What follows belongs to an exercise in optimizing a design on an open flow for small area and a short achievable clock period; a production flow would make more cautious choices.
At most, simulation tests tie the RTL to the original design; equivalence was not proved.
The clock port is modelled as an ideal driver, which makes a skipped or thinned clock tree look cheaper than it is; a real chip needs a root buffer or a tree.
Power and IR drop assume default switching activity.

Design FIFO, start of the top module:
module FIFO(
	input [7:0] DATA_IN,
	input READ, WRITE, CLEAR_N, RESET_N, CLOCK,
	output reg [7:0] DATA_OUT,
	output reg [4:0] USE_DW,
	output reg F_FULL_N, F_EMPTY_N
);
==> module FIFO, before the edit <==
module FIFO(
	input [7:0] DATA_IN,
	input READ, WRITE, CLEAR_N, RESET_N, CLOCK,
	output reg [7:0] DATA_OUT,
	output reg [4:0] USE_DW,
	output reg F_FULL_N, F_EMPTY_N
);
reg [255:0] sr;       
reg [7:0]   pd;       
reg         pv;       
reg [3:0]   lo;       
reg [7:0]   hi;       
reg [31:0]  rd;        
reg [3:0]   rdq;       
reg         rdp;      
wire rst = ~(RESET_N & CLEAR_N);
wire wa = WRITE & (READ ? F_EMPTY_N : F_FULL_N);
wire rr = READ & F_EMPTY_N;
always @(posedge CLOCK) begin
	pd <= DATA_IN;
	pv <= wa & ~rst;
end
always @(posedge CLOCK)
	if (pv)
		sr <= {sr[247:0], pd};
always @(posedge CLOCK)
	if (rst) begin
		lo <= 4'b1000;
		hi <= 8'b10000000;
	end else if (pv & ~rr) begin
		lo <= {lo[2:0], lo[3]};
		if (lo[3])
			hi <= {hi[6:0], hi[7]};
	end else if (~pv & rr) begin
		lo <= {lo[0], lo[3:1]};
		if (lo[0])
			hi <= {hi[0], hi[7:1]};
	end
reg [31:0] oldest;
integer s, q;
always @* begin
	oldest = 32'd0;
	for (s = 0; s < 32; s = s + 1)
		oldest[8*(s/8) +: 8] = oldest[8*(s/8) +: 8] | ({8{lo[s%4] & hi[s/4]}} & sr[8*s +: 8]);
end
always @(posedge CLOCK) begin
	rd <= oldest;
	for (q = 0; q < 4; q = q + 1)
		rdq[q] <= hi[2*q] | hi[2*q+1];
	rdp <= pv & lo[3] & hi[7];
end
reg [7:0] rdsel;
always @* begin
	rdsel = 8'd0;
	for (q = 0; q < 4; q = q + 1)
		rdsel = rdsel | ({8{rdq[q]}} & rd[8*q +: 8]);
end
always @(posedge CLOCK)
	if (~F_EMPTY_N & WRITE & READ)
		DATA_OUT <= DATA_IN;
	else if (rdp)
		DATA_OUT <= sr[7:0];
	else
		DATA_OUT <= rdsel;
wire inc = WRITE & ~READ & F_FULL_N;
wire dec = READ & ~WRITE & F_EMPTY_N;
always @(posedge CLOCK)
	if (rst) begin
		USE_DW    <= 5'd0;
		F_FULL_N  <= 1'b1;
		F_EMPTY_N <= 1'b0;
	end else if (inc) begin
		USE_DW    <= USE_DW + 5'd1;
		F_FULL_N  <= ~(USE_DW == 5'd31);
		F_EMPTY_N <= 1'b1;
	end else if (dec) begin
		USE_DW    <= USE_DW - 5'd1;
		F_FULL_N  <= 1'b1;
		F_EMPTY_N <= ~(USE_DW == 5'd1 && F_FULL_N);
	end
endmodule
Settings: LEC_CHECK=0, CAP_MARGIN=20, CORE_MARGIN=2, CORE_UTILIZATION=60, CTS_BUF_LIST=sky130_fd_sc_hd__clkbuf_8, CTS_CLUSTER_DIAMETER=60, CTS_CLUSTER_SIZE=18, SETUP_SLACK_MARGIN=1.0, SLEW_MARGIN=20; clock period 2.5 ns.
standard.sh (not shown) runs the stock make flow with config.mk's settings and CLKGATE_MAP_FILE= SYNTH_SCRIPT=/design/flow/synth_recipe.tcl, a recipe that flattens the netlist after the stock synthesis.
==> flow/flow/run.sh <==
#!/bin/bash
# Standard ORFS layout, except that the clock tree is built by manual_cts.tcl:
# a two-level inverter tree (one root inverter, one leaf inverter per cluster
# of flip-flops) in place of TritonCTS's buffer tree.
set -euo pipefail
here=$(cd "$(dirname "$0")" && pwd)
export PRE_CTS_TCL="$here/manual_cts.tcl"
bash standard.sh > standard.log 2>&1
Other scripts of this flow, unchanged in this note and not shown: flow/flow/manual_cts.tcl
Edit:
--- a/flow/design.v
+++ b/flow/design.v
@@ -22,20 +22,19 @@
 end
 always @(posedge CLOCK)
 	if (pv)
 		sr <= {sr[247:0], pd};
+wire [3:0] lo_r0 = pv ? {lo[2:0], lo[3]} : lo;           
+wire [3:0] lo_r1 = pv ? lo : {lo[0], lo[3:1]};           
+wire [7:0] hi_r0 = (pv & lo[3]) ? {hi[6:0], hi[7]} : hi;
+wire [7:0] hi_r1 = (~pv & lo[0]) ? {hi[0], hi[7:1]} : hi;
 always @(posedge CLOCK)
 	if (rst) begin
 		lo <= 4'b1000;
 		hi <= 8'b10000000;
-	end else if (pv & ~rr) begin
-		lo <= {lo[2:0], lo[3]};
-		if (lo[3])
-			hi <= {hi[6:0], hi[7]};
-	end else if (~pv & rr) begin
-		lo <= {lo[0], lo[3:1]};
-		if (lo[0])
-			hi <= {hi[0], hi[7:1]};
+	end else begin
+		lo <= rr ? lo_r1 : lo_r0;
+		hi <= rr ? hi_r1 : hi_r0;
 	end
 reg [31:0] oldest;
 integer s, q;
 always @* begin
@@ -54,28 +53,29 @@
 	rdsel = 8'd0;
 	for (q = 0; q < 4; q = q + 1)
 		rdsel = rdsel | ({8{rdq[q]}} & rd[8*q +: 8]);
 end
+wire [7:0] rdout = rdp ? sr[7:0] : rdsel;
 always @(posedge CLOCK)
 	if (~F_EMPTY_N & WRITE & READ)
 		DATA_OUT <= DATA_IN;
-	else if (rdp)
-		DATA_OUT <= sr[7:0];
 	else
-		DATA_OUT <= rdsel;
-wire inc = WRITE & ~READ & F_FULL_N;
-wire dec = READ & ~WRITE & F_EMPTY_N;
-always @(posedge CLOCK)
-	if (rst) begin
-		USE_DW    <= 5'd0;
-		F_FULL_N  <= 1'b1;
-		F_EMPTY_N <= 1'b0;
-	end else if (inc) begin
-		USE_DW    <= USE_DW + 5'd1;
-		F_FULL_N  <= ~(USE_DW == 5'd31);
-		F_EMPTY_N <= 1'b1;
-	end else if (dec) begin
-		USE_DW    <= USE_DW - 5'd1;
-		F_FULL_N  <= 1'b1;
-		F_EMPTY_N <= ~(USE_DW == 5'd1 && F_FULL_N);
-	end
+		DATA_OUT <= rdout;
+wire [4:0] cnt_up = F_FULL_N  ? USE_DW + 5'd1 : USE_DW;    
+wire [4:0] cnt_dn = F_EMPTY_N ? USE_DW - 5'd1 : USE_DW;    
+wire       full_up  = ~F_FULL_N | (USE_DW == 5'd31);      
+wire       empty_dn = ~F_EMPTY_N | (USE_DW == 5'd1 && F_FULL_N);  
+reg [4:0] cnt_n;
+reg       full_n, empty_n;
+always @* begin
+	case ({WRITE, READ})
+		2'b10: begin cnt_n = cnt_up; full_n = full_up;   empty_n = 1'b0;       end
+		2'b01: begin cnt_n = cnt_dn; full_n = 1'b0;      empty_n = empty_dn;   end
+		default: begin cnt_n = USE_DW; full_n = ~F_FULL_N; empty_n = ~F_EMPTY_N; end
+	endcase
+end
+always @(posedge CLOCK) begin
+	USE_DW    <= rst ? 5'd0 : cnt_n;
+	F_FULL_N  <= rst | ~full_n;
+	F_EMPTY_N <= ~rst & ~empty_n;
+end
 endmodule
=>
- The new run went through all stages and came out clean
- routed wire length rose by 3.3%
- design area rises by 0.64%
- total power went up by 0.40%
- combinational power went up by 13%
- die area fell by 0.47%
- clock skew falls by 10 ps
- clock power barely changes
- fmax falls by 10%
- critical path depth went down by 3
- global-route usage rises by 0.56 points
- area after synthesis is lower by 0.48%
- hold slack is about the same
Only the layout flow was run in the second run of this note; the RTL was not checked for function there. In every run of this note, the design's own scripts or RTL, not TritonCTS, make the clock network.

Setup of v11:
Another version of the RTL of FIFO (not shown whole).
Size: roughly 610 cells after synthesis, about 290 flip-flops, about 11000 um^2 of cells after synthesis.
==> module FIFO, before the edit <==
module FIFO(
	input [7:0] DATA_IN,
	input READ, WRITE, CLEAR_N, RESET_N, CLOCK,
	output reg [7:0] DATA_OUT,
	output reg [4:0] USE_DW,
	output reg F_FULL_N, F_EMPTY_N
);
reg [255:0] sr;       
reg [7:0]   rd;       
reg [3:0]   lo;       
reg [7:0]   hi;       
wire rst = ~(RESET_N & CLEAR_N);
wire shift = WRITE & (READ | F_FULL_N);
always @(posedge CLOCK)
	if (shift)
		sr <= {sr[247:0], DATA_IN};
reg [7:0] oldest;
integer s;
always @* begin
	oldest = 8'd0;
	for (s = 0; s < 32; s = s + 1)
		oldest = oldest | ({8{lo[s%4] & hi[s/4]}} & sr[8*((s+31)%32) +: 8]);
end
always @(posedge CLOCK)
	rd <= oldest;
always @(posedge CLOCK)
	if (~F_EMPTY_N & WRITE & READ)
		DATA_OUT <= DATA_IN;
	else
		DATA_OUT <= rd;
wire inc = WRITE & ~READ & F_FULL_N;
wire dec = READ & ~WRITE & F_EMPTY_N;
reg [4:0] cnt_n;
reg       full_n_n, empty_n_n;
always @* begin
	cnt_n     = USE_DW;
	full_n_n  = F_FULL_N;
	empty_n_n = F_EMPTY_N;
	if (rst) begin
		cnt_n     = 5'd0;
		full_n_n  = 1'b1;
		empty_n_n = 1'b0;
	end else if (inc) begin
		cnt_n     = USE_DW + 5'd1;
		full_n_n  = ~(USE_DW == 5'd31);
		empty_n_n = 1'b1;
	end else if (dec) begin
		cnt_n     = USE_DW - 5'd1;
		full_n_n  = 1'b1;
		empty_n_n = ~(USE_DW == 5'd1 && F_FULL_N);
	end
end
always @(posedge CLOCK) begin
	USE_DW    <= cnt_n;
	F_FULL_N  <= full_n_n;
	F_EMPTY_N <= empty_n_n;
	lo        <= 4'd1 << cnt_n[1:0];
	hi        <= 8'd1 << cnt_n[4:2];
end
endmodule
Settings: LEC_CHECK=0, CAP_MARGIN=20, CORE_MARGIN=2, CORE_UTILIZATION=40, SLEW_MARGIN=20; clock period 2.5 ns.
run.sh (not shown) runs the stock make flow with config.mk's settings and CLKGATE_MAP_FILE= SYNTH_SCRIPT=/design/flow/synth_recipe.tcl, a recipe that flattens the netlist after the stock synthesis.
Stock flow here: none of the scripts above is used.
diff inputs: v11 => v16
==> flow/design.v <==
module FIFO(
	input [7:0] DATA_IN,
	input READ, WRITE, CLEAR_N, RESET_N, CLOCK,
	output reg [7:0] DATA_OUT,
	output reg [4:0] USE_DW,
	output reg F_FULL_N, F_EMPTY_N
);
reg [255:0] sr;       
reg [7:0]   rd;       
wire rst = ~(RESET_N & CLEAR_N);
wire shift = WRITE & (READ | F_FULL_N);
always @(posedge CLOCK)
	if (shift)
		sr <= {sr[247:0], DATA_IN};
wire [7:0] oldest [0:31];
genvar s;
generate
	for (s = 0; s < 32; s = s + 1) begin : g_rot
		assign oldest[s] = sr[8*((s+31)%32) +: 8];
	end
endgenerate
always @(posedge CLOCK)
	rd <= oldest[USE_DW];
always @(posedge CLOCK)
	if (~F_EMPTY_N & WRITE & READ)
		DATA_OUT <= DATA_IN;
	else
		DATA_OUT <= rd;
wire inc = WRITE & ~READ & F_FULL_N;
wire dec = READ & ~WRITE & F_EMPTY_N;
always @(posedge CLOCK)
	if (rst) begin
		USE_DW    <= 5'd0;
		F_FULL_N  <= 1'b1;
		F_EMPTY_N <= 1'b0;
	end else if (inc) begin
		USE_DW    <= USE_DW + 5'd1;
		F_FULL_N  <= ~(USE_DW == 5'd31);
		F_EMPTY_N <= 1'b1;
	end else if (dec) begin
		USE_DW    <= USE_DW - 5'd1;
		F_FULL_N  <= 1'b1;
		F_EMPTY_N <= ~(USE_DW == 5'd1 && F_FULL_N);
	end
endmodule
==> comparison <==
Diff v11 -> v16: vias after detailed routing has increased, ratio of cells with drive above 1 in the final layout grew by 6.3 points, count of plain and timing-repair buffers in the layout saw an increase, part of the power in registers rose by 2.9 points, synthesized instance count moved up.
Only the layout flow was run in v11; the RTL was not checked for function there.

Setup of the baseline:
FIFO, a different RTL version from the one above (not shown whole).
Size: about 300 flip-flops, about 28 I/O pins, about 11,000 µm² of cells after synthesis.
==> module FIFO, before the edit <==
module FIFO(
	input [7:0] DATA_IN,
	input READ, WRITE, CLEAR_N, RESET_N, CLOCK,
	output reg [7:0] DATA_OUT,
	output reg [4:0] USE_DW,
	output reg F_FULL_N, F_EMPTY_N
);
reg [255:0] sr;       
reg [7:0]   rd0;      
reg [7:0]   rd1;      
reg         rdh;      
reg [3:0]   lo;       
reg [7:0]   hi;       
wire rst = ~(RESET_N & CLEAR_N);
wire shift = WRITE & (READ | F_FULL_N);
always @(posedge CLOCK)
	if (shift)
		sr <= {sr[247:0], DATA_IN};
reg [7:0] oldest0, oldest1;
integer s;
always @* begin
	oldest0 = 8'd0;
	oldest1 = 8'd0;
	for (s = 0; s < 16; s = s + 1)
		oldest0 = oldest0 | ({8{lo[s%4] & hi[s/4]}} & sr[8*((s+31)%32) +: 8]);
	for (s = 16; s < 32; s = s + 1)
		oldest1 = oldest1 | ({8{lo[s%4] & hi[s/4]}} & sr[8*((s+31)%32) +: 8]);
end
always @(posedge CLOCK) begin
	rd0 <= oldest0;
	rd1 <= oldest1;
	rdh <= |hi[7:4];
end
always @(posedge CLOCK)
	if (~F_EMPTY_N & WRITE & READ)
		DATA_OUT <= DATA_IN;
	else
		DATA_OUT <= rdh ? rd1 : rd0;
wire inc = WRITE & ~READ & F_FULL_N;
wire dec = READ & ~WRITE & F_EMPTY_N;
reg [4:0] cnt_n;
reg       full_n_n, empty_n_n;
always @* begin
	cnt_n     = USE_DW;
	full_n_n  = F_FULL_N;
	empty_n_n = F_EMPTY_N;
	if (rst) begin
		cnt_n     = 5'd0;
		full_n_n  = 1'b1;
		empty_n_n = 1'b0;
	end else if (inc) begin
		cnt_n     = USE_DW + 5'd1;
		full_n_n  = ~(USE_DW == 5'd31);
		empty_n_n = 1'b1;
	end else if (dec) begin
		cnt_n     = USE_DW - 5'd1;
		full_n_n  = 1'b1;
		empty_n_n = ~(USE_DW == 5'd1 && F_FULL_N);
	end
end
always @(posedge CLOCK) begin
	USE_DW    <= cnt_n;
	F_FULL_N  <= full_n_n;
	F_EMPTY_N <= empty_n_n;
end
always @(posedge CLOCK)
	if (rst) begin
		lo <= 4'b0001;
		hi <= 8'b00000001;
	end else if (inc) begin
		lo <= {lo[2:0], lo[3]};
		if (lo[3])
			hi <= {hi[6:0], hi[7]};
	end else if (dec) begin
		lo <= {lo[0], lo[3:1]};
		if (lo[0])
			hi <= {hi[0], hi[7:1]};
	end
endmodule
Settings: LEC_CHECK=0, CAP_MARGIN=20, CORE_MARGIN=2, CORE_UTILIZATION=60, CTS_BUF_LIST=sky130_fd_sc_hd__clkbuf_8, CTS_CLUSTER_DIAMETER=60, CTS_CLUSTER_SIZE=18, SETUP_SLACK_MARGIN=1.0, SLEW_MARGIN=20; clock period 2.5 ns.
Per the final summary, the baseline finished and its layout is clean on timing, DRC and antenna.
--- input diff the baseline..the candidate ---
diff --git a/flow/design.v b/flow/design.v
--- a/flow/design.v
+++ b/flow/design.v
@@ -7,7 +7,5 @@
 );
 reg [255:0] sr;       
-reg [7:0]   rd0;      
-reg [7:0]   rd1;      
-reg         rdh;      
+reg [7:0]   rd;       
 reg [3:0]   lo;       
 reg [7:0]   hi;       
@@ -17,24 +15,18 @@
 	if (shift)
 		sr <= {sr[247:0], DATA_IN};
-reg [7:0] oldest0, oldest1;
+reg [7:0] oldest;
 integer s;
 always @* begin
-	oldest0 = 8'd0;
-	oldest1 = 8'd0;
-	for (s = 0; s < 16; s = s + 1)
-		oldest0 = oldest0 | ({8{lo[s%4] & hi[s/4]}} & sr[8*((s+31)%32) +: 8]);
-	for (s = 16; s < 32; s = s + 1)
-		oldest1 = oldest1 | ({8{lo[s%4] & hi[s/4]}} & sr[8*((s+31)%32) +: 8]);
+	oldest = 8'd0;
+	for (s = 0; s < 32; s = s + 1)
+		oldest = oldest | ({8{lo[s%4] & hi[s/4]}} & sr[8*((s+31)%32) +: 8]);
 end
-always @(posedge CLOCK) begin
-	rd0 <= oldest0;
-	rd1 <= oldest1;
-	rdh <= |hi[7:4];
-end
+always @(posedge CLOCK)
+	rd <= oldest;
 always @(posedge CLOCK)
 	if (~F_EMPTY_N & WRITE & READ)
 		DATA_OUT <= DATA_IN;
 	else
-		DATA_OUT <= rdh ? rd1 : rd0;
+		DATA_OUT <= rd;
 wire inc = WRITE & ~READ & F_FULL_N;
 wire dec = READ & ~WRITE & F_EMPTY_N;
==> comparison <==
- Across both runs, total power of the final layout was lower for the candidate than for the baseline.
- Overall routing resource usage, the candidate and the baseline, higher one = the candidate.
- Total power density per cell area in the candidate is about 3% lower than in the baseline
- The number of setup buffers added after CTS in the candidate sits 43% above the value recorded for the baseline.
- met1 layer wirelength in the final routing is lower on the candidate
- The candidate vs the baseline — post-route cell area dropped by a few percent
- Looking at number of instances in the placed design, the candidate sits about 3% lower than the baseline does.
- Compared with the baseline, sequential cell count in the candidate decreased by a few percent.
Only the layout flow was run in the candidate; the RTL was not checked for function there.

==> separate check: timing with driven ports <==
The results above use ideal ports. As a check the final layouts listed here were re-extracted and re-timed, cells and wires unchanged. Step 1, drivers: a clkbuf_16 drives CLOCK and a buf_2 each remaining input, both assumed. Step 2 moves the port delays by t, midway between the first and last clock arrival at a register: inputs arrive t later, outputs are due t later. That takes back most of the time a late clock gives input paths. a / b / c = no drivers / after step 1 / after step 2; a / b = the first two.
| run | t (ns) | slack for setup (ns) | worst hold slack (ns) |
|---|---|---|---|
| the first run of note 1 | 0.297 | 1.032 / 0.991 / 0.848 | 0.404 / 0.404 / 0.404 |
| the second run of note 1 | 0.294 | 0.869 / 0.727 / 0.688 | 0.403 / 0.404 / 0.404 |
| v11 | 0.591 | 0.383 / 0.336 / 0.063 | 0.448 / 0.448 / 0.448 |
| v16 | 0.593 | 0.048 / -0.001 / 0.107 | 0.442 / 0.442 / 0.442 |
| the baseline | 0.595 | 0.966 / 0.926 / 0.525 | 0.446 / 0.446 / 0.446 |
| the candidate | 0.573 | 0.885 / 0.885 / 0.589 | 0.453 / 0.453 / 0.453 |
After both steps setup and hold are still met in every run listed. For the baseline, which loses most, drivers alone change the setup slack by -0.040 ns; drivers and shift together by -0.441 ns.
